Background: an optimization exercise with open tools, aiming at small area, a short achievable clock period and few clock cycles per item. Do not read the settings as production practice. RTL that was checked went through simulation tests only; none was proved equivalent to the original.

==> inputs of build 97 <==
## booth
module booth(clk, rst, inp, mtpr, mtpd, done, adds, subs, prod);
clock: 6.0 ns
lec_check: 0
abc_area: 1
cap_margin: 20
core_margin: 2
core_utilization: 40
place_density: 0.6
setup_slack_margin: 1.5
slew_margin: 20
standard.sh (not shown) runs the stock make flow with config.mk's settings and CLKGATE_MAP_FILE= SYNTH_SCRIPT=/design/flow/synth_recipe.tcl, a recipe that flattens the netlist after the stock synthesis.
==> flow/flow/run.sh <==
#!/bin/bash
# The standard layout (standard.sh) with two changes:
#  - synthesis runs Yosys's synth with -noabc, so the early "abc -fast" does not remap the
#    generated adder trees before extract_fa; the full adders then come out without the
#    inverters that the remapped polarity needs. Everything else in the synthesis script
#    (synth_recipe.tcl, ORFS synth.tcl, flatten, renaming) is unchanged, so are the registers.
#  - the port buffers that global placement inserts are sky130_fd_sc_hd__buf_4 instead of
#    the delay cell buffer_ports picks by default.
# Each tool's output goes to its own log in this folder (make's to flow_make.log; ORFS
# keeps per-step logs under orfs/logs).
set -euo pipefail
here=$(pwd)
sed 's/yosys synth -nofsm -noshare /yosys synth -nofsm -noshare -noabc /' synth_recipe.tcl > my_synth.tcl
grep -q -- '-noabc' my_synth.tcl
sed "s#SYNTH_SCRIPT=[^ ]*#SYNTH_SCRIPT=$here/my_synth.tcl#" standard.sh > my_standard.sh
grep -q "SYNTH_SCRIPT=$here/my_synth.tcl" my_standard.sh
export BUFFER_PORTS_ARGS="-buffer_cell sky130_fd_sc_hd__buf_4"
bash my_standard.sh > flow_make.log 2>&1
==> inputs of trial 14, as changes to build 97 <==
- SETUP_SLACK_MARGIN: 1.5 -> 1.2
==> results by group <==
Clock tree
  – Post-CTS Setup Repair Bufs: 29
  – Post_cts resized: 74

GRT
  – Vias in the first global route: 23700

Routing
  – Initial drt markers: 2592
  – Routed wire length: 96100 um
  – DR WL met3: 10900 um

Layout
  – Fraction of area in registers: 12.1%
  – Clock buffer count: 19
  – #MultiIn Comb: 2178
  – Util after Layout: 48.3%

Status
  – Status: finished clean

STA
  – Setup ws final: 1.49 ns
  – Least-Margin Pin Slew: 0.797 ns

Placement
  – Post-DP HPWL: 63100 um

Worst setup path
  – Crit-path max FO: 7
-- figures above: build 97

==> results by group <==
STA
  – Least-Margin Pin Slew: 0.898 ns
  – Setup ws final: 1.21 ns
  – Min Clock Period, post-route: 4.79 ns

Layout
  – Clock buffer count: 18
  – Util after Layout: 45.1%
  – #MultiIn Comb: 2174
  – Fraction of area in registers: 13.0%
  – Top reg by flops: q

Routing
  – Initial drt markers: 2630
  – Routed wire length: 90900 um

Clock tree
  – Hold_buf cts: 0
  – Post-CTS Setup Repair Bufs: 0

GRT
  – Grt met1 use: 34.2%
  – Vias in the first global route: 23100

Logic synthesis
  – Async set or reset register ratio after synthesis: 0%

Floorplanning
  – Die ar.: 70000 sq um

Worst setup path
  – Crit-path max FO: 15

Status
  – Status: finished clean

Placement
  – Port-buffer cells: 137
  – Post-DP HPWL: 66600 um
-- figures above: trial 14

Testbench counts of build 97, summed over its fixed seeds: cycles 2,400, items 2,400.
Testbench counts of trial 14, summed over its fixed seeds: cycles 2,400, items 2,400.

---

==> wip/willow <==
Another version of the RTL of booth (not shown whole).
export LEC_CHECK = 0
export CAP_MARGIN = 20
export CORE_MARGIN = 2
export CORE_UTILIZATION = 40
export PLACE_DENSITY = 0.6
export SLEW_MARGIN = 20
create_clock -name core_clock -period 6.0 [get_ports {clk}]
run.sh (not shown) runs the stock make flow with config.mk's settings and CLKGATE_MAP_FILE= SYNTH_SCRIPT=/design/flow/synth_recipe.tcl, a recipe that flattens the netlist after the stock synthesis.
Stock flow here: none of the scripts above is used.
==> inputs of wip/cedar, as changes to wip/willow <==
- CORE_UTILIZATION: 40 -> 65
- PLACE_DENSITY: 0.6 -> 0.75
==> reports/results.txt <==
Detailed Place HPWL -> 73.72 mm
Final weighted congestion in routability-driven placement -> 0.9798
Critical path buffers and inverters -> 3
Min Tclk post-route -> 5899 ps
Minimum setup slack after placement -> -120.1 ps
Clk_buf instances -> 19
Crit path depth -> 14
Tapcells -> 607
Pin count of the biggest net entering global routing -> 95
Grt met3 use -> 0.1465
Number of global-route vias before repair -> 25340
Stage delay of the slowest cell on the critical path -> 580 ps
Outcome -> no timing/DRC/antenna violations
# the run above: wip/cedar

==> reports/results.txt <==
Pin count of the biggest net entering global routing -> 105
Stage delay of the slowest cell on the critical path -> 610 ps
Grt met3 use -> 0.05969
Detailed Place HPWL -> 79.60 mm
Final weighted congestion in routability-driven placement -> 0.9552
Outcome -> no timing/DRC/antenna violations
Number of sequential storage elements -> 187
Tapcells -> 1030
Total count of hold-check failures in the final report -> 0
Number of global-route vias before repair -> 25140
Min Tclk post-route -> 5879 ps
Minimum setup slack after placement -> -187.6 ps
# the run above: wip/willow

Function was not checked in any run of this note: the RTL went through the layout flow alone.

-- afterwards: timing with drivers on the ports --
How much do the figures lean on ideal ports? The routed layouts below were timed once more, with nothing changed but the port constraints. Step 1 sets driving cells, clkbuf_16 on the clock port and buf_2 on the other inputs (assumed; they add their load-dependent delay and slew). Step 2, shift: input delay + t, output delay - t, t = (earliest + latest rising clock arrival at the registers) / 2. This alone moves slack from input paths to output paths. Slacks: ideal ports / drivers / drivers and shift; pairs: ideal ports / drivers.
run	shift t [ns]	setup WS [ns]	slew at the worst register clock pin (ns)
build 97	0.556	1.494 / 1.425 / 0.869	0.07 / 0.07
trial 14	0.541	1.208 / 1.144 / 0.603	0.07 / 0.07
wip/willow	0.558	0.121 / 0.058 / -0.041	0.08 / 0.08
wip/cedar	0.557	0.101 / 0.040 / -0.035	0.08 / 0.08
Met with ideal ports but missed after step 2: setup timing in wip/willow and wip/cedar. The setup slack of build 97, which loses most, moves by -0.069 ns with the drivers and by -0.625 ns with both steps.
